Background: an optimization exercise with open tools, aiming at small area and a short achievable clock period. Do not read the settings as production practice.
RTL that was checked went through simulation tests only; none was proved equivalent to the original.
Power and IR drop assume default switching activity.

== red ==
Design fp32_mul, start of the top module:
module fp32_mul (
    input wire          clk         ,
    input wire          rst_n       ,
    input wire [31:0]   a           ,        
    input wire [31:0]   b           ,        
    input wire          in_valid    ,        
    output reg          out_valid   ,        
    output reg [31:0]   result               
);
Size: roughly 180 flip-flops, roughly 100 I/O pins, about 22000 µm² of cells after synthesis.
==> flow/config.mk <==
export PLATFORM = sky130hd
export DESIGN_NAME = fp32_mul
export DESIGN_NICKNAME = fp32_mul
export VERILOG_FILES = /design/flow/design.v
export SDC_FILE = /design/flow/constraint.sdc
export NUM_CORES = 4
export LEC_CHECK = 0
export ABC_AREA = 1
export CAP_MARGIN = 20
export CORE_MARGIN = 2
export CORE_UTILIZATION = 45
export SETUP_SLACK_MARGIN = 5
export SLEW_MARGIN = 20
export SYNTH_HIERARCHICAL = 1
export SYNTH_MINIMUM_KEEP_SIZE = 0
export TNS_END_PERCENT = 10
==> flow/constraint.sdc <==
create_clock -name core_clock -period 10.0 [get_ports {clk}]
set_input_delay 2.0000 -clock core_clock [delete_from_list [all_inputs] [get_ports {clk}]]
set_output_delay 2.0000 -clock core_clock [all_outputs]
set_load 0.01 [all_outputs]
standard.sh (not shown) runs the stock make flow with config.mk's settings and CLKGATE_MAP_FILE= SYNTH_SCRIPT=/design/flow/synth_recipe.tcl, a recipe that flattens the netlist after the stock synthesis.
==> flow/flow/run.sh <==
#!/bin/bash
# The standard layout (standard.sh) with two changes: the ports are buffered
# by buf_2 cells instead of the default delay buffers, and the setup repair
# aims for a slack of 6 ns. Synthesis is unchanged.
set -euo pipefail
sed "s/SETUP_SLACK_MARGIN=[0-9.]*/SETUP_SLACK_MARGIN=6/" standard.sh > standard_margin.sh
bash standard_margin.sh BUFFER_PORTS_ARGS="-buffer_cell sky130_fd_sc_hd__buf_2" finish > flow_make.log 2>&1
Input-level comparison between blue and red:
# red
export LEC_CHECK = 0
export ABC_AREA = 1
export CAP_MARGIN = 20
export CORE_MARGIN = 2
export CORE_UTILIZATION = 45
export SETUP_SLACK_MARGIN = 5
export SLEW_MARGIN = 20
export SYNTH_HIERARCHICAL = 1
export SYNTH_MINIMUM_KEEP_SIZE = 0
export TNS_END_PERCENT = 10
create_clock -name core_clock -period 10.0 [get_ports {clk}]
# blue
export LEC_CHECK = 0
export ABC_AREA = 1
export CAP_MARGIN = 20
export CORE_MARGIN = 2
export CORE_UTILIZATION = 40
export SETUP_SLACK_MARGIN = 5
export SLEW_MARGIN = 20
export SYNTH_HIERARCHICAL = 1
export SYNTH_MINIMUM_KEEP_SIZE = 0
export TNS_END_PERCENT = 10
create_clock -name core_clock -period 10.0 [get_ports {clk}]
Findings:
red: PASS, flow complete, no timing, DRC or antenna violations
blue: no failed stages, no open violations at the end
In the floorplan summary, blue is listed with a die area greater than that of red.
Diff red and blue: fraction of standard cell area in multi-input logic lower in blue
Comparing blue with red, the reported combinational group power came out essentially unchanged.
Across both runs, largest stage delay on the critical path was higher for blue than for red.
Compared with red, wire length of the first global-routing pass in blue decreased slightly.
red has lower summed area of non-filler cells in the final layout than blue.
blue ends up with a leakage power figure that is 1.0% higher than in red.
Wire length reported by the detailed router went up slightly going from red to blue.
Summary of blue over red: global-route usage shrank by 4.0 points, maximum resistive drop on vdd went down by 9.1 µV.
The inputs of green differ from those of blue as listed below.
# blue
export LEC_CHECK = 0
export ABC_AREA = 1
export CAP_MARGIN = 20
export CORE_MARGIN = 2
export CORE_UTILIZATION = 40
export SETUP_SLACK_MARGIN = 5
export SLEW_MARGIN = 20
export SYNTH_HIERARCHICAL = 1
export SYNTH_MINIMUM_KEEP_SIZE = 0
export TNS_END_PERCENT = 10
create_clock -name core_clock -period 10.0 [get_ports {clk}]
# green
export LEC_CHECK = 0
export ABC_AREA = 1
export CAP_MARGIN = 10
export CORE_MARGIN = 2
export CORE_UTILIZATION = 40
export SETUP_SLACK_MARGIN = 5
export SLEW_MARGIN = 10
export SYNTH_HIERARCHICAL = 1
export SYNTH_MINIMUM_KEEP_SIZE = 0
export TNS_END_PERCENT = 10
create_clock -name core_clock -period 10.0 [get_ports {clk}]
==> comparison <==
Comparing blue with green, the routed wire length came out essentially unchanged.
Changes observed in green relative to blue: non-clock buffer count went down 5, fraction of power consumed by combinational cells held, clock network contribution to total cell area held.
On combinational power, green and blue are neck and neck.
Critical path endpoint: s2_hb[31]$_DFF_P_ -> blue, s2_lg[4]$_DFF_P_ -> green
green ends up with a share of the clock period used by the worst path that is 0.78 points higher than in blue.
No run of this note included a check of the RTL's function; only the layout flow was run.

* * *

Setup of R:
Another version of the RTL of fp32_mul (not shown whole).
For scale: ~2800 cells after synthesis, ~100 I/O pins.
// fp32_mul
module fp32_mul (
    input wire          clk         ,
    input wire          rst_n       ,
    input wire [31:0]   a           ,        
    input wire [31:0]   b           ,        
    input wire          in_valid    ,        
    output reg          out_valid   ,        
    output reg [31:0]   result               
);
make LEC_CHECK=0 ABC_AREA=1 CAP_MARGIN=20 CORE_MARGIN=2 CORE_UTILIZATION=40 SETUP_SLACK_MARGIN=5 SLEW_MARGIN=20 finish   # period 10.0 ns
run.sh (not shown) runs the stock make flow with config.mk's settings and CLKGATE_MAP_FILE= SYNTH_SCRIPT=/design/flow/synth_recipe.tcl, a recipe that flattens the netlist after the stock synthesis.
Stock flow here: none of the scripts above is used.
R completed every stage of the flow, and the final layout passed the timing, design-rule and antenna checks.
## Diff of input files: Q against R
- a change of CORE_UTILIZATION from 40 to 55
Results
Q vs. R: power share of the sequential group went down by 0.3 points.
Q ran to completion and came out clean on the timing, design-rule and antenna checks.
Summed area of non-filler cells in the final layout up 0.40% in Q wrt R
Net switching power figure of Q exceeds that of R slightly.
Taking R as the reference, in Q power density normalized to cell area has increased, clock skew has remained practically unchanged, fraction of the cycle the final worst path needs has increased, share of the core filled with cells has increased.
| total length of routed wires | lower: R |
Diff R -> Q: synthesized area divided by synthesized cell count neither gained nor lost much; share of final layout cell area taken by non-clock buffers picked up an extra 0.84 points.

* * *

Setup of quartz:
Another version of the RTL of fp32_mul (not shown whole).
Size: ~2,800 cells after synthesis, about 180 flip-flops, about 0.022 sq mm of cells after synthesis.
Settings: LEC_CHECK=0, ABC_AREA=1, CAP_MARGIN=20, CORE_MARGIN=2, CORE_UTILIZATION=60, SETUP_SLACK_MARGIN=5, SLEW_MARGIN=20, SYNTH_HIERARCHICAL=1, SYNTH_MINIMUM_KEEP_SIZE=0; clock period 10.0 ns.
Modified inputs, delta compared to quartz
- CORE_UTILIZATION now 40, was 60
Taking quartz as the reference point, the actual transition at the worst max-transition pin of delta rises by 0.075 ns. Taking delta as 1.0, quartz lands at 0.67 on number of well taps. Run comparison: quartz critical path class reg2reg; delta critical path class in2reg. Sum of internal, switching and leakage power: delta > quartz. Looking only at final routed wirelength across all metal layers, and setting everything else aside, the lower value of delta and quartz goes to quartz. Register-to-register slack improves in delta relative to quartz. Highest routing layer actually used = met4: quartz; highest routing layer actually used = met5: delta. delta: final area is about 0.9% higher than what quartz reported.

* * *

Another version of the RTL of fp32_mul (not shown whole).
Size in the first run: ~180 flip-flops, roughly 100 I/O pins, about 22,000 sq um of cells after synthesis.
==> flow/config.mk <==
export PLATFORM = sky130hd
export DESIGN_NAME = fp32_mul
export DESIGN_NICKNAME = fp32_mul
export VERILOG_FILES = /design/flow/design.v
export SDC_FILE = /design/flow/constraint.sdc
export NUM_CORES = 4
export LEC_CHECK = 0
export ABC_AREA = 1
export CAP_MARGIN = 20
export CORE_MARGIN = 2
export CORE_UTILIZATION = 40
export SETUP_SLACK_MARGIN = 5
export SLEW_MARGIN = 20
export SYNTH_HIERARCHICAL = 1
export SYNTH_MINIMUM_KEEP_SIZE = 0
export TNS_END_PERCENT = 10
==> flow/constraint.sdc <==
create_clock -name core_clock -period 10.0 [get_ports {clk}]
set_input_delay 2.0000 -clock core_clock [delete_from_list [all_inputs] [get_ports {clk}]]
set_output_delay 2.0000 -clock core_clock [all_outputs]
set_load 0.01 [all_outputs]
standard.sh (not shown) runs the stock make flow with config.mk's settings and CLKGATE_MAP_FILE= SYNTH_SCRIPT=/design/flow/synth_recipe.tcl, a recipe that flattens the netlist after the stock synthesis.
==> flow/flow/run.sh <==
#!/bin/bash
# The standard layout (standard.sh) with two changes: the ports are buffered
# by buf_2 cells instead of the default delay buffers, and the setup repair
# aims for a slack of 6.15 ns. Synthesis is unchanged.
set -euo pipefail
sed "s/SETUP_SLACK_MARGIN=[0-9.]*/SETUP_SLACK_MARGIN=6.15/" standard.sh > standard_margin.sh
bash standard_margin.sh BUFFER_PORTS_ARGS="-buffer_cell sky130_fd_sc_hd__buf_2" finish > flow_make.log 2>&1
The baseline finished with timing, DRC and antenna clean.
Next try:
==> flow/flow/run.sh (replaced) <==
#!/bin/bash
# The standard layout (standard.sh) with two changes: the ports are buffered
# by buf_2 cells instead of the default delay buffers, and the setup repair
# aims for a slack of 6 ns. Synthesis is unchanged.
set -euo pipefail
sed "s/SETUP_SLACK_MARGIN=[0-9.]*/SETUP_SLACK_MARGIN=6/" standard.sh > standard_margin.sh
bash standard_margin.sh BUFFER_PORTS_ARGS="-buffer_cell sky130_fd_sc_hd__buf_2" finish > flow_make.log 2>&1
Settings changed: CORE_UTILIZATION 40 to 45.
Result: Combinational power decreases by about 2%. Final area went down by 3.1%. Worst setup slack is worse by 0.083 ns. First-iteration DRC count is lower by 7.2%. Synthesized cell count does not change.

* * *

Starting RTL as in the previous note.
Settings: LEC_CHECK=0, ABC_AREA=1, CAP_MARGIN=20, CORE_MARGIN=2, CORE_UTILIZATION=40, GPL_TIMING_DRIVEN=0, SETUP_SLACK_MARGIN=5, SLEW_MARGIN=20, SYNTH_HIERARCHICAL=1, SYNTH_MINIMUM_KEEP_SIZE=0, TNS_END_PERCENT=10; clock period 10.0 ns.
==> flow/flow/run.sh <==
#!/bin/bash
# The standard layout (standard.sh) with two changes: the ports are buffered
# by buf_2 cells instead of the default delay buffers, and the setup repair
# aims for a slack of 6 ns. Synthesis is unchanged.
set -euo pipefail
sed "s/SETUP_SLACK_MARGIN=[0-9.]*/SETUP_SLACK_MARGIN=6/" standard.sh > standard_margin.sh
bash standard_margin.sh BUFFER_PORTS_ARGS="-buffer_cell sky130_fd_sc_hd__buf_2" finish > flow_make.log 2>&1
Next try:
- GPL_TIMING_DRIVEN: 0 -> default
- TNS_END_PERCENT: 10 -> 5
Result: The new run completed without violations. Design area decreases by 0.65%. Wire length decreases by 6.7%. Via count decreases by 1.1%. Power decreases by 1.7%. Flip-flop and latch count is unchanged.
Next try:
- CORE_UTILIZATION: 40 -> 35
- TNS_END_PERCENT: 5 -> 10
Area after synthesis stays the same.
First-iteration DRC count went down by 4.4%.
Routed wire length went up by 1.5%.
Power went up by 2.8%.
Next try:
- CORE_UTILIZATION: 35 -> 40
The new run passed the timing, design-rule and antenna checks.
Die area goes down by roughly a tenth.
Via count goes up slightly.
Non-clock buffer count decreases by 27.
Worst hold slack is worse by 0.0040 ns.
Setup slack is better by 0.0040 ns.

## re-timing with driven ports
In the flow no input, the clock included, has a driving cell. The finished layouts below were timed again as built, in two steps.
Step 1 (the two cells are an assumption about what drives the block):
set clk [get_ports {clk}]
set_driving_cell -lib_cell sky130_fd_sc_hd__clkbuf_16 $clk
set_driving_cell -lib_cell sky130_fd_sc_hd__buf_2 [delete_from_list [all_inputs] $clk]
Step 2, shift: input delay + t, output delay - t, t = (earliest + latest rising clock arrival at the registers) / 2. This alone moves slack from input paths to output paths.
a / b / c = no drivers / after step 1 / after step 2; a / b = the first two.
run | t (ns) | setup slack, ns | worst data-port slew with drivers (ns)
red | 0.555 | 5.897 / 5.897 / 5.589 | 0.04
blue | 0.522 | 5.929 / 5.929 / 5.570 | 0.04
green | 0.525 | 5.851 / 5.851 / 5.552 | 0.04
R | 0.544 | 4.344 / 4.344 / 4.344 | 0.05
Q | 0.530 | 4.002 / 4.002 / 4.002 | 0.05
quartz | 0.519 | 5.121 / 5.121 / 4.695 | 0.05
delta | 0.551 | 5.146 / 5.151 / 4.630 | 0.05
the first run of note 4 | 0.548 | 6.012 / 6.012 / 5.652 | 0.06
the second run of note 4 | 0.547 | 5.929 / 5.929 / 5.528 | 0.05
the first run of note 5 | 0.558 | 5.949 / 5.949 / 5.534 | 0.06
the second run of note 5 | 0.566 | 5.964 / 5.964 / 5.520 | 0.06
the third run of note 5 | 0.526 | 5.960 / 5.960 / 5.603 | 0.04
the fourth run of note 5 | 0.566 | 5.964 / 5.964 / 5.520 | 0.06
After both steps every run listed still meets setup and hold. For delta, which loses most, drivers alone change the setup slack by +0.005 ns; drivers and shift together by -0.516 ns.
